This is an optimization exercise on Yosys and OpenROAD, whose aim is small area, not a production implementation.
RTL that was checked went through simulation tests only; none was proved equivalent to the original.
The RTL of runs 2 to 5 was laid out without a check of its function.
In runs 5 to 8 the design's own scripts or RTL, not TritonCTS, make the clock network.
The flow treats the clock pin as an ideal source. Dropping or thinning the clock tree relies on that and would not hold on a real chip.
Power is estimated from default activity; no workload was simulated.

==> design.v <==
`timescale 1ns / 1ps
module uart_send (
    input  logic       clk,
    input  logic       rst,
    input  logic [7:0] d,
    input  logic       send,
    output logic       rdy,
    output logic       tx);
    logic        send_prev;
    logic [10:0] ring;
    logic [1:0]  a;
    logic [2:0]  b;
    logic [4:0]  c;
    wire start = rdy & ~send_prev & send;
    wire tick  = ~rdy & a[0] & a[1] & b[0] & b[1] & ~c[0] & c[1] & c[2] & c[3] & ~c[4];
    wire fin   = ~rdy & ~|ring & a[0] & a[1] & b[1] & b[2] & ~c[0] & c[2] & c[4];
    always_ff @(posedge clk) begin
        send_prev <= rst | send;
        if (start) begin
            a <= 2'b00;
            b <= 3'b000;
            c <= 5'b00011;
        end else begin
            a <= {a[0], ~a[1]};
            b <= {b[1:0], ~(b[2] ^ b[1])};
            c <= {c[3:0], ~(c[4] ^ c[2])};
        end
        if (start)     ring <= {d[2], d[3], d[4], d[5], d[6], d[7], 1'b1, 1'b0, 1'b0, d[0], d[1]};
        else if (tick) ring <= {1'b0, ring[10:1]};
        else           ring <= {ring[0], ring[10:1]};
        if (rst)       tx <= 1'b1;
        else if (tick) tx <= ring[0];
        if (rst)        rdy <= 1'b1;
        else if (start) rdy <= 1'b0;
        else if (fin)   rdy <= 1'b1;
    end
endmodule
module uart_recv (
    input  logic       clk,
    input  logic       rst,
    input  logic       rx,
    output logic [7:0] d,
    output logic       rdy);
    logic       idle;
    logic [8:0] ring;
    logic [1:0] a;
    logic [2:0] b;
    logic [4:0] c;
    logic [3:0] e;
    wire start = idle & ~rx;
    wire tick  = ~idle & ~a[0] & a[1] & b[0] & b[1] & c[0] & c[1] & c[2] & c[4];
    wire stop  = tick & e[1] & ~e[2];
    always_ff @(posedge clk) begin
        if (start) begin
            a <= 2'b00;
            b <= 3'b001;
            c <= 5'b01011;
            e <= 4'b0000;
        end else begin
            a <= {a[0], ~a[1]};
            b <= {b[1:0], ~(b[2] ^ b[1])};
            c <= {c[3:0], ~(c[4] ^ c[2])};
            e <= {e[2:0], ~(e[3] ^ e[2])};
        end
        ring <= {tick ? rx : ring[0], ring[8:1]};
        rdy <= ~rst & stop & rx;
        if (rst)            d <= '0;
        else if (stop & rx) d <= {ring[5], ring[1], ring[6], ring[2], ring[7], ring[3], ring[8], ring[4]};
        if (rst)        idle <= 1'b1;
        else if (start) idle <= 1'b0;
        else if (stop)  idle <= 1'b1;
    end
endmodule
`timescale 1ns / 1ps
module uart_core(
    input logic clk,
    input logic rst,
    input logic [7:0] tx_d,
    input logic tx_send,
    output logic tx_rdy,
    output logic tx,
    input logic rx,
    output logic [7:0] rx_d,
    output logic rx_rdy);
    uart_recv uart_recv(
        .clk(clk),
        .rst(rst),
        .rx(rx),
        .d(rx_d),
        .rdy(rx_rdy)
    );
    uart_send uart_send(
        .clk(clk),
        .rst(rst),
        .d(tx_d),
        .send(tx_send),
        .rdy(tx_rdy),
        .tx(tx)
    );
endmodule
==> run.sh <==
#!/bin/bash
# synth_recipe.tcl (not shown) runs the flow's synth.tcl, then flattens the netlist and writes it again
# the make line also repeats each setting of config.mk as NAME=value (left out here)
make -C /OpenROAD-flow-scripts/flow DESIGN_CONFIG=/design/flow/config.mk WORK_HOME=/design/flow/orfs CLKGATE_MAP_FILE= SYNTH_SCRIPT=/design/flow/synth_recipe.tcl finish
==> config.mk <==
export PLATFORM = sky130hd
export DESIGN_NAME = uart_core
export DESIGN_NICKNAME = uart_core
export VERILOG_FILES = /design/flow/design.v
export SDC_FILE = /design/flow/constraint.sdc
export NUM_CORES = 4
export LEC_CHECK = 0
export CAP_MARGIN = 20
export CORE_MARGIN = 2
export CORE_UTILIZATION = 40
export SLEW_MARGIN = 20
==> constraint.sdc <==
create_clock -name core_clock -period 10.0 [get_ports {clk}]
set_input_delay 2.0000 -clock core_clock [delete_from_list [all_inputs] [get_ports {clk}]]
set_output_delay 2.0000 -clock core_clock [all_outputs]
set_load 0.01 [all_outputs]
==> impl_metrics.toml, run 1 <==
[clocking]
cts_max_level = 3
postCtsSetupRepairBufs = 0
path_clk_slew_ns = 0.05
cts_tree = "yes"
clockBufferDepth = 2
cts_resized = 0
clock_latency_ns = 0.31
root_buffer = "clkbuf_8"
ctsHoldBuffers = 0
clock-sinks = 57
cts_inserted_buffers = 9

[pwr]
peakVddDrop_uv = 129
leakage_nw = 0.870
power_mw = 0.512
p_per_area_nw_per_um2 = 225

[flow_run]
maxCapViolCount = 0

[logic_synthesis]
syn_area_per_cell_um2 = 11.9
netlist_instances = 156
synth_area_um2 = 1860
yosysWarnings = 2
syn-num-nets = 168
synth_cell_types = 26
yosys_register_bits = 57
ys_seq_area_share_pct = 61.5

[timing]
tns_ns = 0
max_slew_margin_pct = 49.9
finalHoldViolCount = 0
setup_ws_ns = 6.68
min_period_over_period_pct = 33.2
max_freq_mhz = 302
grt_setup_unrepaired = "false"
maxSlewViolCount = 0
setup-violations-final = 0
max_slew.worst_pin.slew_ns = 0.746
fin_skew_ns = 0.00334
post-route-min-period_ns = 3.32

[critical_path]
crit_path_start_kind = "input port"
arrival_ns = 3.56
r2r_slack_ns = 8.43
r2r_cells = 3
regToRegStartpoint = "uart_recv.b[1]"
r2r-end = "uart_recv.d[4]"
critPathSlowestCell = "nor4_4"
crit_fanout = 8
cp_slowest_stage_delay_ns = 0.59
cp_cell_sequence = "clkdlybuf4s50_1 > nand3b_1 > nor4_4 > mux2i_1"
end_kind = "flip-flop"
worstSetupPathType = "input port to flip-flop"
worstPathRequired_ns = 10.24

[final_layout]
drive_above_1_share_pct = 12.3
antennaDiodeCount = 0
synthToLayoutAreaGrowth_pct = 22.7
nets = 197
finish.instance_area_um2 = 2280

[floorplanning]
ios = 23
fp.dieArea_um2 = 5200
die_h_um = 72.1
die_width_um = 72.1
core_area_um2 = 4410
rows = 24
start_util_pct = 42.0

[global_route]
grt_usage_pct = 13.6
grt_pass1_vias = 1148
grt_pass1_wl_um = 5220
grt_overflow = 0
grt_max_degree = 23
antenna_found_initial = 0

[routing]
detail_route.wirelength_um = 3040
ant_nets = 0
post-route-drc-count = 0
drtIter0Drc = 38
num_vias = 1126
wl_per_cell_um = 12.7
viasPerCell = 4.71
firstDrtPassIters = 4

[worst_hold_path]
hp-start = "uart_recv.ring[5]"
hold_class = "flip-flop to flip-flop"
hold_depth = 0
min_to = "uart_recv.ring[4]"

[placement]
place_hpwl_um = 2000
gp_congestion = 0.799
dp_slack_ns = 6.34
io_buffers = 22
place_area_um2 = 2130

[outcome]
status = "complete, no violations"
-- per-stage QoR --
| step | util [%] | hold slack, ns | std cells |
|---|---|---|---|
| detailed placement | 48.2 | 0.343 | 226 |
| global route | 51.6 | 0.368 | 239 |
| finish | 51.6 | 0.351 | 239 |
| global placement | 48.2 | 0.344 | 226 |
| CTS | 51.6 | 0.353 | 239 |
| floorplan | - | 0.332 | 156 |
-- area by class of cell --
type | instances | area, um^2
repair buffers | 22 | 220
flip-flops and latches | 57 | 1140
clock inverters | 1 | 5.00
clock buffers | 12 | 145
well taps | 52 | 65.1
fillers | 378 | 2140
inverters | 1 | 3.75
multi-input cells | 94 | 696
-- power by group --
group / leakage [nW] / internal (mW) / switching (mW)
sequential: 0.472 / 0.267 / 0.0229
clock: 0.0782 / 0.0921 / 0.0762
combinational: 0.319 / 0.0331 / 0.0204
total: 0.870 / 0.392 / 0.119
-- state kept, by name, indices dropped and copies added, names as in the netlist --
name	count
uart_recv.d	8
uart_recv.b	3
uart_send.tx	1
uart_recv.c	5
uart_send.rdy	1
uart_send.a	2
uart_send.c	5
uart_recv.a	2
uart_recv.idle	1
uart_send.send_prev	1
uart_recv.ring	9
uart_recv.rdy	1
uart_send.b	3
uart_recv.e	4
uart_send.ring	11
-- metal layers --
| layer | part of all wire, % | GRT usage, % |
|---|---|---|
| met1 | 50 | 16.8 |
| met2 | 42 | 19.1 |
| met3 | 7.1 | 6.67 |
| met4 | 0.82 | 8.18 |
| met5 | 0 | 0 |
-- cell usage after synthesis (all sizes together) --
cell type	n	area [um^2]
a21oi	1	5.00
a221o	1	10.0
and2	16	101
clkbuf	4	15.0
dfxtp	57	1140
inv	1	3.75
mux2	8	90.1
mux2i	9	90.1
nand2	5	18.8
nand2b	23	144
nand3	1	5.00
nand3b	3	22.5
nand4b	3	41.3
nor2	7	26.3
nor2b	2	12.5
nor3	2	10.0
nor3b	1	7.51
nor4	3	33.8
nor4bb	1	10.0
o2bb2ai	1	8.76
o41ai	1	8.76
or2	1	6.26
xor2	5	43.8
-- critical path, delay by kind of cell --
family                 cells  cell delay, ns
and+or+nand+nor            2            0.75
muxes                      1            0.26
buffers and inverters      1            0.54
-- logic make-up after synthesis --
logic type | synth area share, %
compound gates | 1.75
xor+xnor | 2.36
simple gates | 23.7
mux | 9.71
flops | 61.5
buf+inv | 1.01
-- how the worst max path moves through the flow --
stage	cells past startpoint	from	slack [ns]	end
5_1_grt	4	tx_send	6.61	uart_send.rdy
6_report	4	rx	6.68	uart_recv.d[4]
3_3_place_gp	4	rx	6.38	uart_recv.d[2]
2_1_floorplan	3	rx	7.13	uart_recv.d[0]
3_5_place_dp	4	rx	6.34	uart_recv.d[4]
4_1_cts	4	rx	6.69	uart_recv.d[4]
-- layout by cell type (no fill, tap or decap), types with 2 or more instances in the layout --
master,instances
clkbuf_8,10
nor3_1,2
mux2i_1,9
nand2_1,5
nor4_1,2
dfxtp_1,57
and2_1,15
clkbuf_1,2
nor2b_1,2
xor2_1,5
nand2b_1,23
mux2_2,8
nand3b_1,3
nand4b_1,2
nor2_1,7
clkdlybuf4s50_1,22
==> run 2, diff against run 1 <==
--- a/design.v
+++ b/design.v
@@ -66,4 +66,3 @@
         rdy <= ~rst & stop & rx;
-        if (rst)            d <= '0;
-        else if (stop & rx) d <= {ring[5], ring[1], ring[6], ring[2], ring[7], ring[3], ring[8], ring[4]};
+        if (rst | (stop & rx)) d <= {8{~rst}} & {ring[5], ring[1], ring[6], ring[2], ring[7], ring[3], ring[8], ring[4]};
         if (rst)        idle <= 1'b1;
--- a/config.mk
+++ b/config.mk
@@ -10,2 +10,4 @@
 export CORE_UTILIZATION = 40
+export CTS_CLUSTER_DIAMETER = 500
+export CTS_CLUSTER_SIZE = 100
 export SLEW_MARGIN = 20
==> run 2 against run 1 <==
Sequential power rose by 2%; fmax fell by 0.77%; area after synthesis fell by 3.2%; count of clock-buffer cells in the layout fell by 2; global-route usage fell by 0.55 points; still clean on timing, DRC and antenna; first-iteration DRC count rose by 11%; die area fell by 3.0%; non-clock buffer count did not move; flip-flop and latch count did not move; critical endpoint is now tx_rdy.
==> impl_metrics.toml, run 2 <==
[final_layout]
fillers = 364
final_cell_mix = "dfxtp_1 (49), clkdlybuf4s50_1 (22), and2_1 (15)"
drive_above_1_share_pct = 16.8
largest_registers = "uart_send.ring x11, uart_recv.ring x9, uart_recv.d x8"
fin_cells = 225
layout_commonest_cell = "dfxtp_1"
multiInputGateArea_um2 = 561
antennaDiodeCount = 0
nets = 180
finish.instance_area_um2 = 2280
largest_register = "uart_send.ring"
synthToLayoutAreaGrowth_pct = 27.0
largest_register_ffs = 11
postLayoutCoreUtil_pct = 52.4
seq_area_um2 = 1220

[clocking]
cts_max_level = 3
path_clk_slew_ns = 0.06
cts_resized = 0
root_buffer = "clkbuf_8"
cts_tree = "yes"
cts_inserted_buffers = 9
ctsHoldBuffers = 0
clock-sinks = 57
clockBufferDepth = 2
postCtsSetupRepairBufs = 0
clock_latency_ns = 0.32

[floorplanning]
rows = 24
fp.dieArea_um2 = 5040
die_width_um = 71.0
start_util_pct = 41.3
die_h_um = 71.0
core_area_um2 = 4350
ios = 23

[global_route]
grt_max_degree = 20
grt_overflow = 0
grt_pass1_wl_um = 4890
antenna_found_initial = 0
grt_usage_pct = 13.1
grt_pass1_vias = 1076

[routing]
firstDrtPassIters = 2
ant_nets = 0
num_vias = 1042
drtIter0Drc = 42
viasPerCell = 4.63
wl_per_cell_um = 12.3
detail_route.wirelength_um = 2780
post-route-drc-count = 0

[critical_path]
crit_path_end = "tx_rdy"
r2r-end = "uart_recv.d[7]"
critical_path_cell_count = 1
crit_fanout = 5
r2r_slack_ns = 8.49
worstPathRequired_ns = 8.00
crit_path_start_kind = "flip-flop"
worstSetupPathType = "flip-flop to primary output"
critPathSlowestCell = "clkdlybuf4s50_1"
cp_cell_sequence = "clkdlybuf4s50_1"
arrival_ns = 1.34
r2r_cells = 3
critPathTopFamily = "buffers and inverters"
critPathBufInv = 1
regToRegStartpoint = "uart_recv.b[1]"
crit_start = "uart_send.rdy"
cp_slowest_stage_delay_ns = 0.58
end_kind = "primary output"

[timing]
post-route-min-period_ns = 3.34
max_slew.worst_pin.slew_ns = 0.513
min_period_over_period_pct = 33.4
setup_ws_ns = 6.66
setup-violations-final = 0
tns_ns = 0
max_slew_margin_pct = 65.7
grt_setup_unrepaired = "false"
fin_skew_ns = 0.00652
maxSlewViolCount = 0
finalHoldViolCount = 0
fin_hold_ws_ns = 0.339
max_freq_mhz = 299

[logic_synthesis]
synthArstFlopShare_pct = 0
synth_area_um2 = 1800
syn_area_per_cell_um2 = 13.0
yosys_register_bits = 57
netlist_instances = 138
synthTopCellsByCount = "dfxtp_1 (49), and2_1 (15), nor2b_1 (10)"
ys_seq_area_share_pct = 68.0
yosysWarnings = 2
synth_edf_count = 8
synthTopCellsByArea = "dfxtp_1 (55%), edfxtp_1 (13%), and2_1 (5.2%)"
synth.most_common_cell = "dfxtp_1"
synth_cell_types = 29
post-synth-top-area-cell = "dfxtp_1"
syn-num-nets = 150
synth.top_cell.area_share_pct = 54.6
synth_flop_cell = "dfxtp_1"

[placement]
place_hpwl_um = 1920
place_area_um2 = 2070
dp_slack_ns = 6.58
dp.cells = 209
io_buffers = 22
gp_congestion = 0.682

[pwr]
p_per_area_nw_per_um2 = 253
power_mw = 0.576
leakage_nw = 0.910
peakVddDrop_uv = 134

[outcome]
status = "complete, no violations"

[flow_run]
maxCapViolCount = 0

[worst_hold_path]
hold_class = "flip-flop to flip-flop"
==> run 2: cell types whose count changed after synthesis, sizes merged <==
cell and delta:
nand3b -2, nand4b -1, nand2b -15, nor3 -1, edfxtp +8, mux2i -8
and4b +1, nor3b -1, dfxtp -8, nand4 +1, nor2b +8, a31o +1
clkbuf -1
==> run 2: power by group <==
part / internal, mW / switching, mW
clock: 0.139 / 0.0847
sequential: 0.273 / 0.0224
combinational: 0.0344 / 0.0223
total: 0.447 / 0.129
==> run 2: cell type report <==
| class | count | share of cell area (%) |
|---|---|---|
| clock buffers | 10 | 5.60 |
| clock inverters | 6 | 3.62 |
| inverters | 1 | 0.165 |
| multi-input cells | 77 | 24.6 |
| flip-flops and latches | 57 | 53.5 |
| well taps | 52 | 2.85 |
| repair buffers | 22 | 9.65 |
==> run 2: cell families after synthesis <==
kind of cell,after synthesis,share of synthesized area [%]
xor+xnor,5,2.44
buf+inv,4,0.835
mux,9,5.78
flops,57,68.0
compound gates,5,2.37
simple gates,58,20.6
==> run 2: per-layer routing <==
| metal | track usage (%) | vias up | part of all wire (%) |
|---|---|---|---|
| li1 | - | 527 | - |
| met1 | 15.4 | 485 | 48 |
| met2 | 19.2 | 24 | 45 |
| met3 | 5.70 | 6 | 4.4 |
| met4 | 8.81 | 0 | 2.0 |
| met5 | 0 | - | 0 |
==> run 2: worst min-delay path by stage <==
stage	endpoint	start	cells past startpoint
4_1_cts	uart_recv.ring[7]	uart_recv.ring[8]	0
3_3_place_gp	uart_recv.ring[7]	uart_recv.ring[8]	0
2_1_floorplan	uart_recv.ring[0]	uart_recv.ring[1]	0
3_5_place_dp	uart_recv.ring[7]	uart_recv.ring[8]	0
5_1_grt	uart_recv.ring[7]	uart_recv.ring[8]	0
6_report	uart_recv.ring[7]	uart_recv.ring[8]	0
==> run 3, diff against run 2 <==
--- a/config.mk
+++ b/config.mk
@@ -9,3 +9,4 @@
 export CORE_MARGIN = 2
-export CORE_UTILIZATION = 40
+export CORE_UTILIZATION = 70
+export CTS_BUF_LIST = sky130_fd_sc_hd__clkbuf_8
 export CTS_CLUSTER_DIAMETER = 500
==> run 3 against run 2 <==
Clock power increased by 17%; area after synthesis unchanged; non-clock buffer count unchanged; first-iteration DRC count decreased by 14%; largest power group unchanged; final cell count decreased by 9.8%; critical endpoint unchanged; global-route usage increased by 16 points; hold slack improved by 0.0092 ns; routed wire length increased by 32%; critical path type unchanged; highest routed layer unchanged.
==> impl_metrics.toml, run 3 <==
[outcome]
status = "complete, no violations"

[logic_synthesis]
syn_area_per_cell_um2 = 13.0
synthTopCellsByCount = "dfxtp_1 (49), and2_1 (15), nor2b_1 (10)"
yosysWarnings = 2
synth_area_um2 = 1800
synth_compound_gate_area_share_pct = 2.37
ys_seq_area_share_pct = 68.0
syn-num-nets = 150
synth.most_common_cell = "dfxtp_1"
yosys.area_share.adder_pct = 0
synth-xor-area-share_pct = 2.44
synth_flop_cell = "dfxtp_1"
synthTopCellsByArea = "dfxtp_1 (55%), edfxtp_1 (13%), and2_1 (5.2%)"
synthMuxAreaShare_pct = 5.78
synth_top_family_by_area = "simple AND/OR/NAND/NOR gates"
synth.top_cell.area_share_pct = 54.6
synth_cell_types = 29
post-synth-top-area-cell = "dfxtp_1"
yosys_register_bits = 57
yosys.area_share.simple_pct = 20.6
synthArstFlopShare_pct = 0
synth_edf_count = 8
netlist_instances = 138

[critical_path]
r2r_cells = 3
cp_slowest_stage_delay_ns = 0.59
worstPathRequired_ns = 8.00
worstSetupPathType = "flip-flop to primary output"
regToRegStartpoint = "uart_recv.b[1]"
r2r-end = "uart_recv.d[3]"
critPathSlowestCell = "clkdlybuf4s50_1"
critPathBufInv = 1
r2r_slack_ns = 8.42
end_kind = "primary output"
cp_cell_sequence = "clkdlybuf4s50_1"
crit_path_start_kind = "flip-flop"
arrival_ns = 1.35
crit_fanout = 5
critPathTopFamily = "buffers and inverters"

[clocking]
clock-sinks = 57
cts_tree = "yes"
clock_latency_ns = 0.33
clockBufferDepth = 2
path_clk_slew_ns = 0.07
cts_resized = 0
ctsHoldBuffers = 0
postCtsSetupRepairBufs = 0
cts_inserted_buffers = 9
cts_max_level = 3
root_buffer = "clkbuf_8"

[pwr]
swShare_pct = 23.6
p_per_area_nw_per_um2 = 274
leakage_nw = 0.929
power_frac_clock_pct = 41.8
peakVddDrop_uv = 320
power_mw = 0.626
internal_power_mw = 0.479
seqPwrFrac_pct = 48.2
power_frac_comb_pct = 9.9
p_switching_mw = 0.148

[final_layout]
antennaDiodeCount = 0
final_cell_mix = "dfxtp_1 (49), clkdlybuf4s50_1 (22), and2_1 (15)"
fillers = 74
largest_registers = "uart_send.ring x11, uart_recv.ring x9, uart_recv.d x8"
synthToLayoutAreaGrowth_pct = 27.2
largest_register = "uart_send.ring"
drive_above_1_share_pct = 17.9
fin_cells = 203
largest_register_ffs = 11
nets = 180
layout_commonest_cell = "dfxtp_1"

[global_route]
grt_usage_pct = 29.5
antenna_found_initial = 0
grt_pass1_wl_um = 5610
grt_overflow = 0
grt_pass1_vias = 1143
grt_max_degree = 20

[floorplanning]
die_width_um = 54.7
ios = 23
die_h_um = 54.7
start_util_pct = 73.2
fp.dieArea_um2 = 2990
rows = 18
core_area_um2 = 2450

[timing]
max_slew.worst_pin.slew_ns = 0.523
max_slew_margin_pct = 65.0
post-route-min-period_ns = 3.35
tns_ns = 0
max_freq_mhz = 298
setup_ws_ns = 6.65
finalHoldViolCount = 0
grt_setup_unrepaired = "false"
fin_skew_ns = 0.00976
min_period_over_period_pct = 33.5
maxSlewViolCount = 0
setup-violations-final = 0

[worst_hold_path]
min_to = "uart_recv.ring[6]"
hold_depth = 0
hp-start = "uart_recv.ring[7]"
hold_class = "flip-flop to flip-flop"

[placement]
io_buffers = 22
dp_slack_ns = 6.61
place_hpwl_um = 1830
dp.cells = 187
gp_congestion = 0.732

[routing]
viasPerCell = 5.55
ant_nets = 0
wl_per_cell_um = 18.0
post-route-drc-count = 0
num_vias = 1126
firstDrtPassIters = 4
drtIter0Drc = 36
detail_route.wirelength_um = 3660

[flow_run]
maxCapViolCount = 0
## run 3: layer usage
metal	up-vias	wire [um]	track usage (%)
li1	525	-	-
met1	536	1510	32.4
met2	54	1840	47.4
met3	11	226	13.4
met4	0	78	15.8
met5	-	0	0
## run 3: cell families after synthesis
group,count (synthesis)
compound gates,5
xor+xnor,5
buf+inv,4
flops,57
mux,9
simple gates,58
## run 3: cell type report
type / count / area [um^2] / share of cell area [%]
flip-flops and latches: 57 / 1220 / 53.4
multi-input cells: 77 / 561 / 24.5
repair buffers: 22 / 220 / 9.63
clock buffers: 10 / 138 / 6.02
clock inverters: 6 / 105 / 4.60
well taps: 30 / 37.5 / 1.64
inverters: 1 / 3.75 / 0.164
## run 3: how the worst max path moves through the flow
stage | from | endpoint | depth (start not counted)
final | uart_send.rdy | tx_rdy | 1
after global routing | uart_send.rdy | tx_rdy | 1
after CTS | uart_send.rdy | tx_rdy | 1
after detailed placement | rst | uart_recv.d[5] | 2
after global placement | rst | uart_recv.d[0] | 2
after floorplan | rst | uart_recv.d[0] | 2
## run 3: per-stage QoR
stage	instance area (um^2)	utilization (%)	hold slack, ns
finish	2290	93.1	0.348
global route	2290	93.1	0.355
CTS	2290	93.1	0.353
detailed placement	2040	83.2	0.335
global placement	2040	83.2	0.330
floorplan	1800	-	0.324
## run 3: power by group through the flow
stage	clock [mW]	sequential [mW]	combinational, mW
2_1_floorplan	0	0.295	0.0419
3_3_place_gp	0	0.299	0.0538
3_5_place_dp	0	0.300	0.0570
4_1_cts	0.264	0.301	0.0621
5_1_grt	0.274	0.305	0.0668
6_report	0.262	0.302	0.0623
==> run 4, diff against run 3 <==
==> flow/run.sh (new file) <==
#!/bin/bash
# Own layout flow: the standard flow (standard.sh, unchanged synthesis,
# floorplan, power grid and tap cells) with smaller cells where the standard
# flow picks large ones:
#  - after the floorplan, every combinational cell is set to its smallest
#    drive strength (repair_design later upsizes any that need it);
#  - input and output ports are buffered with buf_1;
#  - clock tree synthesis without dummy loads and with small clock buffers.
set -euo pipefail
HERE=$(cd "$(dirname "$0")" && pwd)
export POST_FLOORPLAN_TCL=$HERE/downsize.tcl
export BUFFER_PORTS_ARGS="-buffer_cell sky130_fd_sc_hd__buf_1"
export CTS_ARGS="-sink_clustering_enable -repair_clock_nets -dont_use_dummy_load -buf_list sky130_fd_sc_hd__clkbuf_8 -root_buf sky130_fd_sc_hd__clkbuf_8 -sink_clustering_size 30 -sink_clustering_max_diameter 60"
bash standard.sh > standard_flow.log 2>&1
==> flow/downsize.tcl (new file) <==
# Set every combinational cell to the smallest-area cell of the same function
# family (same name up to the drive-strength suffix). Registers keep their
# cell type; only their drive strength could change, and it is left alone.
set n 0
foreach inst [get_cells *] {
  set master [get_property $inst ref_name]
  if {![regexp {^(sky130_fd_sc_hd__[a-z0-9]+)_([0-9]+)$} $master -> base drive]} { continue }
  if {[regexp {df|edf|sdf|dl|tap|fill|decap|conb|clk} $base]} { continue }
  set best ""
  set best_area 1e9
  foreach lc [get_lib_cells ${base}_*] {
    set nm [get_property $lc name]
    if {![regexp "^${base}_\[0-9\]+\$" $nm]} { continue }
    if {[get_property $lc dont_use]} { continue }
    set a [get_property $lc area]
    if {$a < $best_area} { set best_area $a; set best $nm }
  }
  if {$best ne "" && $best ne $master} {
    replace_cell $inst $best
    incr n
  }
}
puts "downsize: replaced $n cells"
==> standard.sh (new file) <==
#!/bin/bash
# synth_recipe.tcl (not shown) runs the flow's synth.tcl, then flattens the netlist and writes it again
# the make line also repeats each setting of config.mk as NAME=value (left out here)
make -C /OpenROAD-flow-scripts/flow DESIGN_CONFIG=/design/flow/config.mk WORK_HOME=/design/flow/orfs CLKGATE_MAP_FILE= SYNTH_SCRIPT=/design/flow/synth_recipe.tcl "${@:-finish}"
--- a/config.mk
+++ b/config.mk
@@ -9,6 +9,3 @@
 export CORE_MARGIN = 2
-export CORE_UTILIZATION = 70
-export CTS_BUF_LIST = sky130_fd_sc_hd__clkbuf_8
-export CTS_CLUSTER_DIAMETER = 500
-export CTS_CLUSTER_SIZE = 100
+export CORE_UTILIZATION = 40
 export SLEW_MARGIN = 20
removed: run.sh
==> run 4 against run 3 <==
Core utilization decreased by 47 points; total power decreased by 21%; die area increased by 69%; sequential power decreased by 2%; final cell count increased by 7.4%; count of clock-buffer cells in the layout decreased by 1; clock power decreased by 43%; area after synthesis unchanged; via count decreased by 8.2%; routed wire length decreased by 24%; largest cell class unchanged.
==> impl_metrics.toml, run 4 <==
[outcome]
status = "complete, no violations"

[logic_synthesis]
netlist_instances = 138
synth_edf_count = 8
synth.most_common_cell = "dfxtp_1"
syn_area_per_cell_um2 = 13.0
synthArstFlopShare_pct = 0
ys_seq_area_share_pct = 68.0
synthTopCellsByCount = "dfxtp_1 (49), and2_1 (15), nor2b_1 (10)"
yosys_register_bits = 57
synth_area_um2 = 1800
syn-num-nets = 150
yosysWarnings = 2
post-synth-top-area-cell = "dfxtp_1"
synth.top_cell.area_share_pct = 54.6
synth_cell_types = 29
synthTopCellsByArea = "dfxtp_1 (55%), edfxtp_1 (13%), and2_1 (5.2%)"
synth_flop_cell = "dfxtp_1"

[clocking]
clockBufferDepth = 2
root_buffer = "clkbuf_8"
cts_max_level = 3
postCtsSetupRepairBufs = 0
path_clk_slew_ns = 0.06
cts_inserted_buffers = 9
ctsHoldBuffers = 0
clock_latency_ns = 0.32
cts_resized = 0
cts_tree = "yes"
clock-sinks = 57

[floorplanning]
core_area_um2 = 4350
ios = 23
fp.dieArea_um2 = 5040
die_width_um = 71.0
start_util_pct = 41.3
rows = 24
die_h_um = 71.0

[final_layout]
layout_commonest_cell = "dfxtp_1"
postLayoutCoreUtil_pct = 46.5
largest_register_ffs = 11
synthToLayoutAreaGrowth_pct = 12.7
antennaDiodeCount = 0
nets = 180
final_cell_mix = "dfxtp_1 (49), buf_1 (22), and2_0 (16)"
drive_above_1_share_pct = 5.42
largest_registers = "uart_send.ring x11, uart_recv.ring x9, uart_recv.d x8"
largest_register = "uart_send.ring"
fillers = 408

[critical_path]
critPathSlowestCell = "mux2_1"
arrival_ns = 3.16
worstPathRequired_ns = 10.19
crit_fanout = 19
crit_path_start_kind = "input port"
end_kind = "flip-flop"
cp_slowest_stage_delay_ns = 0.53
cp_cell_sequence = "buf_1 > nand3b_1 > mux2_1"
worstSetupPathType = "input port to flip-flop"

[global_route]
met1_usage_pct = 14.8
grt_pass1_vias = 1118
antenna_found_initial = 0
grt_pass1_wl_um = 4960
grt_usage_pct = 13.3
grt_max_degree = 20
use_met2_pct = 20.6
grt_overflow = 0
grtUsageMet3_pct = 5.41
busiest_layer = "met2"

[pwr]
internal_power_mw = 0.379
p_per_area_nw_per_um2 = 244
peakVddDrop_uv = 105
swShare_pct = 23.3
leakage_nw = 0.783
power_frac_clock_pct = 30.4
p_switching_mw = 0.115
seqPwrFrac_pct = 60.1
power_frac_comb_pct = 9.5

[routing]
drtIter0Drc = 47
num_vias = 1034
wl_per_cell_um = 12.8
post-route-drc-count = 0
viasPerCell = 4.74
ant_nets = 0
detail_route.wirelength_um = 2800
firstDrtPassIters = 4

[placement]
gp_congestion = 0.745
io_buffers = 22
place_hpwl_um = 1920

[timing]
grt_setup_unrepaired = "false"
maxSlewViolCount = 0
max_freq_mhz = 337
finalHoldViolCount = 0
fin_skew_ns = 0.00739
fin_hold_ws_ns = 0.343
setup-violations-final = 0
min_period_over_period_pct = 29.7
max_slew_margin_pct = 51.6
tns_ns = 0
max_slew.worst_pin.slew_ns = 0.724
post-route-min-period_ns = 2.97

[worst_hold_path]
hold_class = "flip-flop to flip-flop"

[flow_run]
maxCapViolCount = 0
## run 4: final cells by class
class | instances | area, um^2 | area share [%]
flip-flops and latches | 57 | 1220 | 60.3
multi-input cells | 77 | 529 | 26.1
clock buffers | 9 | 124 | 6.11
repair buffers | 22 | 82.6 | 4.08
well taps | 52 | 65.1 | 3.21
inverters | 1 | 3.75 | 0.185
## run 4: cell families (layout without fill, tap and decap cells)
family	Yosys count	in the layout	share of synthesized area [%]
buffers and inverters	4	32	0.835
DFF	57	57	68.0
muxes	9	9	5.78
xor gates and xnor gates	5	5	2.44
AOI/OAI and AO/OA	5	5	2.37
and+or+nand+nor	58	58	20.6
## run 4: routing by layer
layer,wire length (um),up-vias
li1,-,518
met1,1290,485
met2,1290,23
met3,142,8
met4,76,0
met5,0,-
## run 4: worst paths after layout
path | from | endpoint | slack [ns] | cells after the start
max | tx_send | uart_send.ring[9] | 7.03 | 3
min reg2reg | uart_recv.ring[1] | uart_recv.ring[0] | 0.34 | 0
max reg2reg | uart_recv.b[1] | uart_recv.d[7] | 8.18 | 3
min | uart_recv.ring[1] | uart_recv.ring[0] | 0.34 | 0
## run 4: critical path: cells and delay by family
family,cells,cell delay [ns]
buf+inv,1,0.11
mux,1,0.53
simple gates,1,0.52
## run 4: through the flow
stage               worst slack [ns]  std cells  power, mW  area [um^2]
floorplan                       7.20        138      0.337         1800
global placement                6.82        209      0.345         1900
detailed placement              6.71        209      0.348         1900
CTS                             7.04        218      0.499         2030
global route                    6.95        218      0.521         2030
finish                          7.03        218      0.494         2030
## run 4: power by group through the flow
stage	Clock (mW)	Sequential [mW]	Combinational (mW)
2_1_floorplan	0	0.295	0.0419
5_1_grt	0.164	0.302	0.0547
3_5_place_dp	0	0.300	0.0478
6_report	0.150	0.297	0.0469
3_3_place_gp	0	0.299	0.0451
4_1_cts	0.155	0.297	0.0478
==> run 5, diff against run 4 <==
==> flow/run.sh (replaced) <==
#!/bin/bash
# Own layout flow: the standard flow (standard.sh: unchanged synthesis,
# floorplan, power grid and tap cells) with smaller cells where the standard
# flow picks large ones:
#  - after the floorplan, every combinational cell is set to its smallest
#    drive strength (repair_design later upsizes any that need it);
#  - input and output ports are buffered with buf_1;
#  - after clock tree synthesis the tree is replaced by 4 buffers, one per
#    quarter of the registers (balanced), each driven by the clock port.
# All tool output goes to standard_flow.log here and ORFS's own logs.
set -euo pipefail
HERE=$(cd "$(dirname "$0")" && pwd)
export POST_FLOORPLAN_TCL=$HERE/downsize.tcl
export POST_CTS_TCL=$HERE/clock_tree.tcl
export BUFFER_PORTS_ARGS="-buffer_cell sky130_fd_sc_hd__buf_1"
bash standard.sh > standard_flow.log 2>&1
==> flow/clock_tree.tcl (new file) <==
# Replace the clock tree built by CTS with K buffers, each driving one
# cluster of register clock pins (k-means on the pins' cell positions), all
# driven straight from the clock port.
proc clock_clusters {cell k} {
  set block [ord::get_db_block]
  set db [ord::get_db]
  set clk [$block findNet clk]
  set sinks {}
  set oldinsts {}
  set todo [list $clk]
  while {[llength $todo]} {
    set net [lindex $todo 0]; set todo [lrange $todo 1 end]
    foreach it [$net getITerms] {
      if {[$it isOutputSignal]} { continue }
      set inst [$it getInst]
      if {[[$inst getMaster] isSequential]} {
        lappend sinks $it
      } else {
        lappend oldinsts $inst
        foreach o [$inst getITerms] { if {[$o isOutputSignal] && [$o getNet] ne "NULL"} { lappend todo [$o getNet] } }
      }
    }
  }
  set pts {}
  foreach it $sinks {
    set b [[$it getInst] getBBox]
    lappend pts [list [expr {([$b xMin] + [$b xMax]) / 2.0}] [expr {([$b yMin] + [$b yMax]) / 2.0}]]
  }
  set n [llength $sinks]
  # balanced clusters: split the pins in half at the median of the longer
  # side of their bounding box, recursively, until there are k groups
  set groups [list [lsearch -all -inline -not $pts {}]]
  set idx {}
  for {set i 0} {$i < $n} {incr i} { lappend idx $i }
  set groups [list $idx]
  while {[llength $groups] < $k} {
    # split the largest group
    set gi 0; set gl -1
    for {set j 0} {$j < [llength $groups]} {incr j} { if {[llength [lindex $groups $j]] > $gl} { set gl [llength [lindex $groups $j]]; set gi $j } }
    set g [lindex $groups $gi]
    set x0 1e30; set x1 -1e30; set y0 1e30; set y1 -1e30
    foreach i $g { set p [lindex $pts $i]; set x [lindex $p 0]; set y [lindex $p 1]
      if {$x < $x0} {set x0 $x}; if {$x > $x1} {set x1 $x}; if {$y < $y0} {set y0 $y}; if {$y > $y1} {set y1 $y} }
    set ax [expr {($x1 - $x0) >= ($y1 - $y0) ? 0 : 1}]
    set keyed {}
    foreach i $g { lappend keyed [list $i [lindex [lindex $pts $i] $ax]] }
    set keyed [lsort -real -index 1 $keyed]
    set h [expr {[llength $keyed] / 2}]
    set a {}; set b {}
    foreach e [lrange $keyed 0 [expr {$h - 1}]] { lappend a [lindex $e 0] }
    foreach e [lrange $keyed $h end] { lappend b [lindex $e 0] }
    set groups [lreplace $groups $gi $gi $a $b]
  }
  set asg [lrepeat $n 0]
  set cs {}
  for {set j 0} {$j < $k} {incr j} {
    set sx 0; set sy 0
    foreach i [lindex $groups $j] { lset asg $i $j; set sx [expr {$sx + [lindex [lindex $pts $i] 0]}]; set sy [expr {$sy + [lindex [lindex $pts $i] 1]}] }
    set m [llength [lindex $groups $j]]
    lappend cs [list [expr {$sx / $m}] [expr {$sy / $m}]]
  }
  # remove the old tree
  foreach it $sinks { $it disconnect }
  foreach old $oldinsts {
    foreach o [$old getITerms] {
      if {[$o isOutputSignal] && [$o getNet] ne "NULL"} { set on [$o getNet]; $o disconnect; if {[llength [$on getITerms]] == 0} { odb::dbNet_destroy $on } }
    }
    odb::dbInst_destroy $old
  }
  for {set j 0} {$j < $k} {incr j} {
    set net [odb::dbNet_create $block clknet_leaf_$j]
    $net setSigType CLOCK
    set inst [odb::dbInst_create $block [$db findMaster $cell] clkbuf_leaf_$j]
    foreach it [$inst getITerms] {
      set mn [[$it getMTerm] getName]
      if {$mn eq "A"} { $it connect $clk }
      if {$mn eq "X"} { $it connect $net }
    }
    set m 0
    foreach it $sinks a $asg { if {$a == $j} { $it connect $net; incr m } }
    set c [lindex $cs $j]
    $inst setLocation [expr {int([lindex $c 0])}] [expr {int([lindex $c 1])}]
    $inst setPlacementStatus PLACED
    puts "clock_clusters: $cell clkbuf_leaf_$j drives $m sinks"
  }
  puts "clock_clusters: removed [llength $oldinsts] cells"
}

clock_clusters sky130_fd_sc_hd__buf_6 4
detailed_placement
estimate_parasitics -placement
==> run 5 against run 4 <==
Still clean; design area is 3.9% lower; hold slack improved by 0.0070 ns; core utilization decreased by 1.8 points; total power shrank 14%; fmax is 5.3% lower; first-iteration DRC count is 13% lower.
==> impl_metrics.toml, run 5 <==
[placement]
place_area_um2 = 1900
dp.cells = 209
dp_slack_ns = 6.71
io_buffers = 22
place_hpwl_um = 1920
gp_congestion = 0.745

[routing]
drtIter0Drc = 41
num_vias = 1004
ant_nets = 0
firstDrtPassIters = 2
detail_route.wirelength_um = 2660
wl_per_cell_um = 12.5
post-route-drc-count = 0
viasPerCell = 4.71

[logic_synthesis]
synth_area_um2 = 1800
synth_flop_cell = "dfxtp_1"
synth_cell_types = 29
synthArstFlopShare_pct = 0
synth.most_common_cell = "dfxtp_1"
syn_area_per_cell_um2 = 13.0
netlist_instances = 138
ys_seq_area_share_pct = 68.0
yosysWarnings = 2
synthTopCellsByCount = "dfxtp_1 (49), and2_1 (15), nor2b_1 (10)"
synthTopCellsByArea = "dfxtp_1 (55%), edfxtp_1 (13%), and2_1 (5.2%)"
yosys_register_bits = 57
post-synth-top-area-cell = "dfxtp_1"
synth_edf_count = 8
syn-num-nets = 150
synth.top_cell.area_share_pct = 54.6

[pwr]
p_switching_mw = 0.0959
peakVddDrop_uv = 100
power_frac_comb_pct = 10.9
p_per_area_nw_per_um2 = 219
leakage_nw = 0.742
power_mw = 0.427
seqPwrFrac_pct = 69.4
power_frac_clock_pct = 19.7
swShare_pct = 22.5
internal_power_mw = 0.331

[final_layout]
final_cell_mix = "dfxtp_1 (49), buf_1 (22), and2_0 (16)"
finish.instance_area_um2 = 1950
fillers = 411
largest_registers = "uart_send.ring x11, uart_recv.ring x9, uart_recv.d x8"
synthToLayoutAreaGrowth_pct = 8.36
postLayoutCoreUtil_pct = 44.7
fin_cells = 213
nets = 183
drive_above_1_share_pct = 2.48
antennaDiodeCount = 0
largest_register_ffs = 11
largest_register = "uart_send.ring"
layout_commonest_cell = "dfxtp_1"

[timing]
max_slew.worst_pin.slew_ns = 0.708
post-route-min-period_ns = 3.13
fin_hold_ws_ns = 0.350
fin_skew_ns = 0.00467
setup-violations-final = 0
tns_ns = 0
grt_setup_unrepaired = "false"
setup_ws_ns = 6.87
finalHoldViolCount = 0
max_freq_mhz = 319
min_period_over_period_pct = 31.3
maxSlewViolCount = 0
max_slew_margin_pct = 52.7

[floorplanning]
die_h_um = 71.0
fp.dieArea_um2 = 5040
die_width_um = 71.0
rows = 24
core_area_um2 = 4350
start_util_pct = 41.3
ios = 23

[critical_path]
crit_fanout = 19
worstPathRequired_ns = 10.01
arrival_ns = 3.14
worstSetupPathType = "input port to flip-flop"
end_kind = "flip-flop"
crit_path_start_kind = "input port"

[global_route]
antenna_found_initial = 0
grt_pass1_wl_um = 4800
grt_usage_pct = 12.4
grt_pass1_vias = 1064
grt_overflow = 0
grt_max_degree = 20

[clocking]
path_clk_slew_ns = 0.09
clock_latency_ns = 0.12
clock-sinks = 57

[worst_hold_path]
hold_class = "flip-flop to flip-flop"

[outcome]
status = "complete, no violations"

[flow_run]
maxCapViolCount = 0
## run 5: cell counts after synthesis
Identical to the previous run, type by type.
## run 5: cell type report
class                           instances  area (um^2)  share of cell area, %
Buffer                                  4         45.0                   2.31
Sequential cell                        57         1220                   62.7
Timing Repair Buffer                   22         82.6                   4.24
Inverter                                1         3.75                  0.193
Multi-Input combinational cell         77          529                   27.2
Tap cell                               52         65.1                   3.34
## run 5: power by group through the flow
stage	clock network (mW)	registers, mW	logic (mW)
5_1_grt	0.0950	0.301	0.0546
3_3_place_gp	0	0.299	0.0451
6_report	0.0841	0.296	0.0466
2_1_floorplan	0	0.295	0.0419
3_5_place_dp	0	0.300	0.0478
## run 5: critical path, stage by stage
cell	delay, ns
buf_1	0.11
nand3b_1	0.51
mux2_1	0.52
## run 5: logic make-up after synthesis
group / after synthesis / share of synthesized area (%)
AO/OA/AOI/OAI: 5 / 2.37
XOR/XNOR: 5 / 2.44
buffers and inverters: 4 / 0.835
flip-flops: 57 / 68.0
multiplexers: 9 / 5.78
AND/OR/NAND/NOR: 58 / 20.6
## run 5: worst paths after layout
path,endpoint,slack [ns],cells past startpoint,from
setup / recovery,uart_send.ring[9],6.87,3,tx_send
hold / removal,uart_recv.ring[0],0.35,0,uart_recv.ring[1]
hold reg to reg,uart_recv.ring[0],0.35,0,uart_recv.ring[1]
setup reg to reg,uart_recv.d[6],8.18,3,uart_recv.b[1]
## run 5: per-layer routing
| layer | wire, um | GRT usage, % | vias up |
|---|---|---|---|
| met2 | 1270 | 20.4 | 19 |
| met3 | 145 | 5.84 | 3 |
| met4 | 38 | 4.82 | 0 |
| li1 | - | - | 513 |
| met1 | 1210 | 14.0 | 469 |
| met5 | 0 | 0 | - |
==> run 6, diff against run 5 <==
--- a/design.v
+++ b/design.v
@@ -51,3 +51,6 @@
     wire tick  = ~idle & ~a[0] & a[1] & b[0] & b[1] & c[0] & c[1] & c[2] & c[4];
+    wire ld, keep;
     wire stop  = tick & e[1] & ~e[2];
+    assign ld   = ~rst & stop & rx;
+    assign keep = ~rst & ~(stop & rx);
     always_ff @(posedge clk) begin
@@ -66,3 +69,3 @@
         rdy <= ~rst & stop & rx;
-        if (rst | (stop & rx)) d <= {8{~rst}} & {ring[5], ring[1], ring[6], ring[2], ring[7], ring[3], ring[8], ring[4]};
+        d <= ({8{ld}} & {ring[5], ring[1], ring[6], ring[2], ring[7], ring[3], ring[8], ring[4]}) | ({8{keep}} & d);
         if (rst)        idle <= 1'b1;
==> run 6 against run 5 <==
Still clean on timing, DRC and antenna; combinational power is 4% lower; clock skew is 0.0029 ns higher; critical path depth is 1 higher; synthesized cell count is 12% higher; register-to-register slack worse by 0.53 ns; routed wire length is 6.1% higher; flip-flop and latch count stayed put; worst setup slack worse by 0.12 ns; area after synthesis is 3.9% lower; total power is 2.4% lower; sequential share of layout area is 1.9 points lower; fmax is 3.6% lower; critical path type unchanged; largest power group unchanged.
==> impl_metrics.toml, run 6 <==
[logic_synthesis]
syn-num-nets = 167
synth.most_common_cell = "dfxtp_1"
post-synth-top-area-cell = "dfxtp_1"
yosysWarnings = 2
synthTopCellsByArea = "dfxtp_1 (66%), nand2_1 (6.5%), and2_1 (5.8%)"
yosys_register_bits = 57
ys_seq_area_share_pct = 66.1
synth_area_um2 = 1730
netlist_instances = 155
synth_edf_count = 0
synth.top_cell.area_share_pct = 66.1
synth_flop_cell = "dfxtp_1"
syn_area_per_cell_um2 = 11.1
synthTopCellsByCount = "dfxtp_1 (57), nand2_1 (30), and2_1 (16)"
synthArstFlopShare_pct = 0
synth_cell_types = 25

[global_route]
antenna_found_initial = 0
grt_pass1_vias = 1054
grt_max_degree = 21
grt_overflow = 0
grt_usage_pct = 12.2
grt_pass1_wl_um = 4750

[floorplanning]
die_width_um = 69.7
die_h_um = 69.7
fp.dieArea_um2 = 4860
rows = 23
core_area_um2 = 4090
ios = 23
start_util_pct = 42.3

[critical_path]
end_kind = "flip-flop"
worstPathRequired_ns = 10.07
worstSetupPathType = "input port to flip-flop"
cp_slowest_stage_delay_ns = 0.80
crit_fanout = 9
r2r-end = "uart_recv.d[1]"
regToRegStartpoint = "uart_recv.idle"
r2r_cells = 4
critPathSlowestCell = "nor3b_1"
r2r_slack_ns = 7.65
crit_path_start_kind = "input port"
cp_cell_sequence = "buf_1 > inv_1 > nor3b_1 > a22o_1"
arrival_ns = 3.32

[timing]
max_slew_margin_pct = 33.4
maxSlewViolCount = 0
grt_setup_unrepaired = "false"
setup-violations-final = 0
min_period_over_period_pct = 32.5
fin_skew_ns = 0.00761
max_slew.worst_pin.slew_ns = 0.997
tns_ns = 0
finalHoldViolCount = 0
max_freq_mhz = 308
post-route-min-period_ns = 3.25

[routing]
viasPerCell = 4.81
detail_route.wirelength_um = 2820
drtIter0Drc = 38
ant_nets = 0
firstDrtPassIters = 4
wl_per_cell_um = 12.4
num_vias = 1096
post-route-drc-count = 0

[clocking]
clock-sinks = 57
path_clk_slew_ns = 0.09
clock_latency_ns = 0.12

[placement]
place_hpwl_um = 1990
io_buffers = 22
gp_congestion = 0.764

[final_layout]
antennaDiodeCount = 0
final_cell_mix = "dfxtp_1 (57), nand2_1 (30), buf_1 (22)"
largest_register_ffs = 11
largest_registers = "uart_send.ring x11, uart_recv.ring x9, uart_recv.d x8"
fillers = 411
postLayoutCoreUtil_pct = 45.9
synthToLayoutAreaGrowth_pct = 8.70
largest_register = "uart_send.ring"
layout_commonest_cell = "dfxtp_1"
drive_above_1_share_pct = 2.25
nets = 200

[pwr]
leakage_nw = 0.753
p_per_area_nw_per_um2 = 222
peakVddDrop_uv = 95.0

[worst_hold_path]
hp-start = "uart_recv.ring[5]"
min_to = "uart_recv.ring[4]"
hold_depth = 0
hold_class = "flip-flop to flip-flop"

[outcome]
status = "complete, no violations"

[flow_run]
maxCapViolCount = 0
run 6: report_power, final:
part / switching [mW] / total, mW / internal, mW
Combinational: 0.0217 / 0.0447 / 0.0230
Sequential: 0.0215 / 0.287 / 0.266
Clock: 0.0527 / 0.0848 / 0.0321
run 6: metal layers:
layer	global-route usage (%)	routed length, um	share of wire (%)	vias to the layer above
li1	-	-	-	559
met4	3.85	40	1.4	0
met3	4.51	135	4.8	4
met1	15.4	1330	47	510
met2	19.3	1320	47	23
met5	0	0	0	-
run 6: layout make-up:
class                   instances  area (um^2)  share of cell area [%]
multi-input cells              94          542                    28.9
repair buffers                 22         82.6                    4.40
plain buffers                   4         45.0                    2.40
well taps                      50         62.6                    3.33
inverters                       1         3.75                   0.200
flip-flops and latches         57         1140                    60.8
run 6: worst max-delay path by stage:
stage | slack (ns) | cells after the start | from | end
3_3_place_gp | 6.73 | 4 | rx | uart_recv.d[2]
6_report | 6.75 | 4 | rx | uart_recv.d[1]
2_1_floorplan | 7.18 | 5 | tx_send | uart_send.rdy
5_1_grt | 6.59 | 4 | rx | uart_recv.d[3]
3_5_place_dp | 6.58 | 4 | rx | uart_recv.d[3]
run 6: stage by stage:
stage	std cells	instance area [um^2]	total power, mW	worst slack [ns]	hold WS, ns
floorplan	155	1730	0.325	7.18	0.331
global placement	224	1830	0.333	6.73	0.335
detailed placement	224	1830	0.336	6.58	0.341
global route	228	1880	0.436	6.59	0.358
finish	228	1880	0.417	6.75	0.350
run 6: kinds of logic (layout without fill, tap and decap cells):
kind of cell / count (synthesis) / count (layout) / share of synthesized area [%]
XOR/XNOR: 5 / 5 / 2.54
AO/OA/AOI/OAI: 17 / 17 / 7.61
buffers and inverters: 4 / 27 / 0.869
flip-flops: 57 / 57 / 66.1
AND/OR/NAND/NOR: 72 / 72 / 22.9
run 6: critical path, delay by kind of cell:
kind	cells	cell delay, ns
AND/OR/NAND/NOR	1	0.80
buffers and inverters	2	0.25
AO/OA/AOI/OAI	1	0.26
==> run 7, diff against run 6 <==
==> design.v (replaced) <==
`timescale 1ns / 1ps
module uart_send (
    input  logic       clk,
    input  logic       rst,
    input  logic [7:0] d,
    input  logic       send,
    output logic       rdy,
    output logic       tx);
    logic        send_prev;
    logic [10:0] ring;
    logic [1:0]  a;
    logic [2:0]  b;
    logic [4:0]  c;
    wire start = rdy & ~send_prev & send;
    wire tick  = ~rdy & a[0] & a[1] & ~b[0] & ~b[2] & c[0] & ~c[1] & ~c[3] & c[4];
    wire fin   = ~rdy & (&ring) & a[0] & ~b[0] & b[1] & ~c[1] & c[3] & c[4];
    always_ff @(posedge clk) begin
        send_prev <= rst | send;
            a <= start ? 2'b00 : {~a[0], a[1]};
            b <= start ? 3'b100 : {~b[1], ~b[0], (b[0] ^ b[2])};
            c <= start ? 5'b11100 : {~c[3], ~c[2], ~c[1], ~c[0], (c[1] ^ c[4])};
        ring[0] <= start ? ~d[1] : ~ring[1];
        ring[1] <= start ? ~d[0] : ~ring[2];
        ring[2] <= start ? 1'b1 : ~ring[3];
        ring[3] <= start ? 1'b1 : ~ring[4];
        ring[4] <= start ? 1'b0 : ~ring[5];
        ring[5] <= start ? ~d[7] : ~ring[6];
        ring[6] <= start ? ~d[6] : ~ring[7];
        ring[7] <= start ? ~d[5] : ~ring[8];
        ring[8] <= start ? ~d[4] : ~ring[9];
        ring[9] <= start ? ~d[3] : ~ring[10];
        ring[10] <= start ? ~d[2] : (~ring[0] & ~tick);
        if (rst)       tx <= 1'b1;
        else if (tick) tx <= ~ring[0];
        if (rst)        rdy <= 1'b1;
        else if (start) rdy <= 1'b0;
        else if (fin)   rdy <= 1'b1;
    end
endmodule
module uart_recv (
    input  logic       clk,
    input  logic       rst,
    input  logic       rx,
    output logic [7:0] d,
    output logic       rdy);
    logic        idle;
    logic [10:0] ring;
    logic [1:0]  a;
    logic [2:0]  b;
    logic [4:0]  c;
    wire start = idle & ~rx;
    wire tick  = ~idle & a[0] & ~a[1] & ~b[0] & b[1] & c[0] & ~c[1] & ~c[3] & c[4];
    wire stop  = tick & ring[0];
    wire ld    = ~rst & stop & rx;
    wire keep  = ~rst & ~(stop & rx);
    always_ff @(posedge clk) begin
            a <= start ? 2'b00 : {~a[0], a[1]};
            b <= start ? 3'b000 : {~b[1], ~b[0], (b[0] ^ b[2])};
            c <= start ? 5'b00111 : {~c[3], ~c[2], ~c[1], ~c[0], (c[1] ^ c[4])};
        ring[0] <= start ? 1'b1 : ~ring[1];
        ring[1] <= start ? 1'b1 : ~ring[2];
        ring[2] <= start ? 1'b1 : ~ring[3];
        ring[3] <= start ? 1'b1 : ~ring[4];
        ring[4] <= start ? 1'b1 : ~ring[5];
        ring[5] <= start ? 1'b1 : ~ring[6];
        ring[6] <= start ? 1'b1 : ~ring[7];
        ring[7] <= start ? 1'b1 : ~ring[8];
        ring[8] <= start ? 1'b0 : ~ring[9];
        ring[9] <= start ? 1'b1 : ~ring[10];
        ring[10] <= start ? 1'b1 : ~(tick ? rx : ring[0]);
        rdy <= ld;
        d <= ({8{ld}} & {ring[1], ring[2], ring[3], ring[4], ring[5], ring[6], ring[7], ring[8]}) | ({8{keep}} & d);
        if (rst)        idle <= 1'b1;
        else if (start) idle <= 1'b0;
        else if (stop)  idle <= 1'b1;
    end
endmodule
`timescale 1ns / 1ps
module uart_core(
    input logic clk,
    input logic rst,
    input logic [7:0] tx_d,
    input logic tx_send,
    output logic tx_rdy,
    output logic tx,
    input logic rx,
    output logic [7:0] rx_d,
    output logic rx_rdy);
    uart_recv uart_recv(
        .clk(clk),
        .rst(rst),
        .rx(rx),
        .d(rx_d),
        .rdy(rx_rdy)
    );
    uart_send uart_send(
        .clk(clk),
        .rst(rst),
        .d(tx_d),
        .send(tx_send),
        .rdy(tx_rdy),
        .tx(tx)
    );
endmodule
==> flow/run.sh (replaced) <==
#!/bin/bash
# Own layout flow: the standard flow (standard.sh: standard synthesis,
# floorplan, power grid and tap cells, placement, routing) with these changes:
#  - the combinational logic of the standard synthesis netlist is re-mapped
#    for area by ABC (resynth.sh); register instances are kept as they are;
#  - after the floorplan, every combinational cell is set to its smallest
#    drive strength (downsize.tcl; repair_design upsizes any that need it);
#  - input and output ports are buffered with buf_1;
#  - after clock tree synthesis the tree is replaced by 4 buffers, each
#    driving a quarter of the registers, all driven by the clock port
#    (clock_tree.tcl).
# Each tool's output goes to a log file here (and ORFS's own logs).
set -euo pipefail
HERE=$(cd "$(dirname "$0")" && pwd)
RES=orfs/results/$FLOW_PLATFORM/uart_core/base
LIB=$FLOW_HOME/platforms/$FLOW_PLATFORM/lib/sky130_fd_sc_hd__tt_025C_1v80.lib

bash standard.sh synth > synth.log 2>&1
cp $RES/1_2_yosys.v standard_synth.v
bash $HERE/resynth.sh standard_synth.v resynth.v $HERE/abc_area.script $LIB > resynth.log 2>&1
cp resynth.v $RES/1_2_yosys.v
touch $RES/1_2_yosys.v

export POST_FLOORPLAN_TCL=$HERE/downsize.tcl
export POST_CTS_TCL=$HERE/clock_tree.tcl
export BUFFER_PORTS_ARGS="-buffer_cell sky130_fd_sc_hd__buf_1"
bash standard.sh > standard_flow.log 2>&1
==> flow/abc_area.script (new file) <==
strash
dc2
dch
amap -F 1000 -A 1000
==> flow/resynth.sh (new file) <==
#!/bin/bash
# Re-map the combinational logic of the standard synthesis netlist for area
# with ABC, keeping every register instance (its name, cell and nets) as the
# standard synthesis made it.
# usage: resynth.sh IN.v OUT.v ABC_SCRIPT LIBERTY
set -euo pipefail
IN=$1; OUT=$2; ABCS=$3; LIB=$4
YOSYS=${YOSYS_EXE:-yosys}
KEEP=""
for m in dfxtp_1 dfxtp_2 dfxtp_4 edfxtp_1 conb_1; do
  KEEP="$KEEP setattr -mod -set keep_hierarchy 1 sky130_fd_sc_hd__$m;"
done
# The combinational cells are read with their functions and flattened into
# plain logic; the register cells stay instances (keep_hierarchy).
# Flattened cell-internal wires are made private so that every net keeps
# the standard netlist's name.
$YOSYS -p "read_liberty -ignore_miss_func -ignore_miss_data_latch $LIB; $KEEP
  read_verilog $IN; hierarchy -top uart_core; flatten; rename -hide w:_*_.*;
  opt_clean -purge;
  abc -liberty $LIB -dont_use sky130_fd_sc_hd__probe_p_8 -dont_use sky130_fd_sc_hd__probec_p_8 -script $ABCS;
  opt_clean -purge; tee -o $OUT.stat stat -liberty $LIB;
  select uart_core; write_verilog -noattr -selected $OUT"
==> run 7 against run 6 <==
Sequential share of layout area rose by 2.2 points; critical endpoint is now uart_send.ring[8]; global-route usage rose by 2.0 points; final cell count fell by 4.8%; synthesized cell count fell by 7.7%; register-to-register slack improved by 0.08 ns; first-iteration DRC count rose by 47%; routed wire length fell by 4.1%; flip-flop and latch count fell by 2; largest cell class unchanged; combinational power fell by 19%; fmax fell by 15%; clock power fell by 2.7%; design area fell by 6.9%.
==> impl_metrics.toml, run 7 <==
[critical_path]
worstSetupPathType = "input port to flip-flop"
worstPathRequired_ns = 10.03
end_kind = "flip-flop"
crit_fanout = 17
arrival_ns = 3.87
crit_path_start_kind = "input port"

[global_route]
grt_pass1_vias = 1027
grt_overflow = 0
grt_max_degree = 18
busiest_layer = "met2"
grt_pass1_wl_um = 4620
antenna_found_initial = 0
met1_usage_pct = 16.3
use_met2_pct = 24.1
grtUsageMet3_pct = 5.24
grt_usage_pct = 14.1

[outcome]
status = "complete, no violations"

[routing]
detail_route.wirelength_um = 2710
drtIter0Drc = 56
firstDrtPassIters = 4
post-route-drc-count = 0
num_vias = 1083
wl_per_cell_um = 12.5
viasPerCell = 4.99
ant_nets = 0

[flow_run]
maxCapViolCount = 0

[pwr]
internal_power_mw = 0.308
swShare_pct = 22.9
leakage_nw = 0.683
p_per_area_nw_per_um2 = 229
seqPwrFrac_pct = 70.3
peakVddDrop_uv = 107
p_switching_mw = 0.0915
power_frac_comb_pct = 9.0
power_frac_clock_pct = 20.6

[timing]
min_period_over_period_pct = 38.5
max_freq_mhz = 260
max_slew.worst_pin.slew_ns = 1.05
tns_ns = 0
finalHoldViolCount = 0
post-route-min-period_ns = 3.85
fin_skew_ns = 0.00287
maxSlewViolCount = 0
setup-violations-final = 0
max_slew_margin_pct = 29.9
grt_setup_unrepaired = "false"

[floorplanning]
core_area_um2 = 3720
ios = 23
die_h_um = 66.5
fp.dieArea_um2 = 4420
die_width_um = 66.5
start_util_pct = 42.0
rows = 22

[final_layout]
nets = 187
largest_registers = "uart_recv.ring x11, uart_send.ring x11, uart_recv.d x8"
fin_cells = 217
synthToLayoutAreaGrowth_pct = 12.0
final_cell_mix = "dfxtp_1 (55), buf_1 (22), nand2_1 (21)"
layout_commonest_cell = "dfxtp_1"
antennaDiodeCount = 0
drive_above_1_share_pct = 2.37

[logic_synthesis]
netlist_instances = 143
yosysWarnings = 2
syn_area_per_cell_um2 = 10.9
syn-num-nets = 155
synth_area_um2 = 1560

[clocking]
path_clk_slew_ns = 0.09
clock_latency_ns = 0.12
clock-sinks = 55

[worst_hold_path]
hold_class = "flip-flop to flip-flop"

[placement]
place_hpwl_um = 2010
io_buffers = 22
dp.cells = 213
gp_congestion = 0.759
## run 7: final timing paths
check,slack (ns),cells past startpoint,start,endpoint
max,6.15,5,tx_send,uart_send.ring[8]
max reg2reg,7.73,4,uart_send.rdy,uart_send.ring[8]
min,0.37,1,uart_recv.ring[10],uart_recv.ring[9]
min reg2reg,0.37,1,uart_recv.ring[10],uart_recv.ring[9]
## run 7: layout make-up
cell class	instances	area, um^2
plain buffers	4	45.0
flip-flops and latches	55	1100
fillers	362	1970
well taps	48	60.1
multi-input cells	80	429
repair buffers	22	82.6
inverters	8	30.0
## run 7: layer usage
layer	wire, um	vias to the layer above	part of all wire [%]
li1	-	552	-
met1	1200	511	45
met2	1340	17	50
met3	146	3	5.4
met4	8	0	0.30
met5	0	-	0
## run 7: through the flow
stage / worst slack, ns / area (um^2) / utilization, % / hold slack (ns) / power, mW
floorplan: 6.66 / 1560 / - / 0.343 / 0.308
global placement: 6.25 / 1700 / 45.8 / 0.349 / 0.319
detailed placement: 6.00 / 1700 / 45.8 / 0.354 / 0.323
global route: 5.96 / 1750 / 47.0 / 0.402 / 0.423
finish: 6.15 / 1750 / 47.0 / 0.370 / 0.400
## run 7: critical path: stages
cell and delay, ns:
buf_1 0.08, nand2_1 0.05, nor2_1 0.79, clkinv_1 0.64
o22ai_1 0.30
## run 7: power by group through the flow
| stage | clock [mW] | combinational [mW] | sequential (mW) |
|---|---|---|---|
| detailed placement | 0 | 0.0367 | 0.286 |
| finish | 0.0825 | 0.0361 | 0.281 |
| global placement | 0 | 0.0341 | 0.285 |
| floorplan | 0 | 0.0282 | 0.279 |
| global route | 0.0948 | 0.0420 | 0.286 |
==> run 8, diff against run 7 <==
==> flow/abc_area.script (replaced) <==
strash
dc2
dch
amap
==> run 8 against run 7 <==
Sequential power about the same; still clean on timing, DRC and antenna; clock power is 2% lower; largest power group unchanged; total power down 0.27%; routed wire length is 2.6% higher; combinational power decreased by 1%.
==> impl_metrics.toml, run 8 <==
[global_route]
antenna_found_initial = 0
grt_pass1_vias = 1067
grt_overflow = 0
grt_max_degree = 18
grt_pass1_wl_um = 4620
grt_usage_pct = 14.1

[final_layout]
multiInputGateArea_um2 = 447
seq_area_um2 = 1100
fillers = 375
antennaDiodeCount = 0
synthToLayoutAreaGrowth_pct = 11.9
drive_above_1_share_pct = 2.37
final_cell_mix = "dfxtp_1 (55), buf_1 (22), nor2_1 (20)"
largest_registers = "uart_recv.ring x11, uart_send.ring x11, uart_recv.d x8"
finish.instance_area_um2 = 1770
layout_commonest_cell = "dfxtp_1"
nets = 187

[timing]
post-route-min-period_ns = 3.72
min_period_over_period_pct = 37.2
fin_skew_ns = 0.00549
max_slew_margin_pct = 34.1
max_freq_mhz = 269
grt_setup_unrepaired = "false"
setup-violations-final = 0
maxSlewViolCount = 0
finalHoldViolCount = 0
max_slew.worst_pin.slew_ns = 0.984
tns_ns = 0

[critical_path]
worstSetupPathType = "input port to flip-flop"
regToRegStartpoint = "uart_recv.c[1]"
crit_fanout = 17
arrival_ns = 3.75
end_kind = "flip-flop"
worstPathRequired_ns = 10.03
r2r_cells = 7
crit_start = "tx_send"
crit_path_start_kind = "input port"
r2r_slack_ns = 7.81
r2r-end = "uart_recv.d[5]"

[routing]
drtIter0Drc = 110
firstDrtPassIters = 4
detail_route.wirelength_um = 2780
post-route-drc-count = 0
ant_nets = 0
wl_per_cell_um = 12.8
viasPerCell = 5.11
num_vias = 1108

[pwr]
leakage_nw = 0.658
p_per_area_nw_per_um2 = 226
peakVddDrop_uv = 153
power_mw = 0.399

[floorplanning]
die_h_um = 66.8
core_area_um2 = 3720
rows = 22
start_util_pct = 42.5
ios = 23
die_width_um = 66.8
fp.dieArea_um2 = 4460

[worst_hold_path]
hold_depth = 1
hp-start = "uart_send.c[2]"
hold_class = "flip-flop to flip-flop"
min_to = "uart_send.c[3]"

[placement]
io_buffers = 22
place_area_um2 = 1720
gp_congestion = 0.771
place_hpwl_um = 2040

[flow_run]
maxCapViolCount = 0

[clocking]
clock_latency_ns = 0.12
path_clk_slew_ns = 0.08
clock-sinks = 55

[logic_synthesis]
syn_area_per_cell_um2 = 11.0
netlist_instances = 143
yosysWarnings = 2
syn-num-nets = 155
synth_area_um2 = 1580

[outcome]
status = "complete, no violations"
[run 8: how the worst max path moves through the flow]
stage,endpoint,slack (ns),cells past startpoint
2_1_floorplan,uart_send.ring[10],6.66,4
3_3_place_gp,uart_send.ring[0],6.22,5
3_5_place_dp,uart_send.ring[5],6.11,5
5_1_grt,uart_send.ring[6],6.04,5
6_report,uart_send.ring[5],6.28,5
[run 8: final cells by class]
| type | instances | area share [%] |
|---|---|---|
| flip-flops and latches | 55 | 62.4 |
| inverters | 8 | 1.70 |
| well taps | 48 | 3.40 |
| repair buffers | 22 | 4.68 |
| multi-input cells | 80 | 25.3 |
| plain buffers | 4 | 2.55 |
[run 8: power breakdown]
part	internal [mW]	total, mW	switching [mW]
Sequential	0.259	0.282	0.0229
Combinational	0.0177	0.0357	0.0180
Clock	0.0320	0.0812	0.0492
Total	0.309	0.399	0.0901
[run 8: critical path: stages]
cell and delay (ns):
buf_1 0.09, nand2_1 0.05, nor2_1 0.74, clkinv_1 0.60, o22ai_1 0.26
[run 8: metrics by stage]
stage	setup slack (ns)	instances	hold slack (ns)	util [%]
6_report	6.28	217	0.365	47.5
5_1_grt	6.04	217	0.390	47.5
3_5_place_dp	6.11	213	0.355	46.3
3_3_place_gp	6.22	213	0.348	46.3
2_1_floorplan	6.66	143	0.343	-
[run 8: routing by layer]
| layer | track usage, % | vias up | routed length [um] |
|---|---|---|---|
| met5 | 0 | - | 0 |
| met4 | 5.61 | 0 | 64 |
| met3 | 5.07 | 5 | 162 |
| met2 | 23.9 | 28 | 1310 |
| met1 | 15.9 | 512 | 1240 |
| li1 | - | 563 | - |

==> separate check: timing with driven ports <==
Ports are ideal in the flow. The routed layouts listed here were re-timed in OpenROAD. Step 1 (the two cells are an assumption about what drives the block):
set clk [get_ports {clk}]
set_driving_cell -lib_cell sky130_fd_sc_hd__clkbuf_16 $clk
set_driving_cell -lib_cell sky130_fd_sc_hd__buf_2 [delete_from_list [all_inputs] $clk]
Step 2 adds t to the input delays and takes it off the output delays; t is the mean of the earliest and latest rising clock arrival at the registers after step 1. Input paths then give back, and output paths get back, about the clock's delay inside the block. Three values: no drivers, after step 1, after step 2; two values: the first two.
| run | t, ns | setup slack, ns | worst data-port slew with drivers (ns) |
|---|---|---|---|
| run 1 | 0.340 | 6.684 / 6.685 / 6.346 | 0.03 |
| run 2 | 0.345 | 6.658 / 6.631 / 6.569 | 0.03 |
| run 3 | 0.353 | 6.650 / 6.623 / 6.452 | 0.04 |
| run 4 | 0.340 | 7.032 / 7.036 / 6.696 | 0.03 |
| run 5 | 0.176 | 6.867 / 6.903 / 6.727 | 0.03 |
| run 6 | 0.174 | 6.750 / 6.773 / 6.599 | 0.03 |
| run 7 | 0.170 | 6.154 / 6.185 / 6.015 | 0.04 |
| run 8 | 0.169 | 6.282 / 6.315 / 6.145 | 0.03 |
After both steps setup and hold are still met in every run listed. For run 1, which loses most, drivers alone change the setup slack by +0.001 ns; drivers and shift together by -0.338 ns.
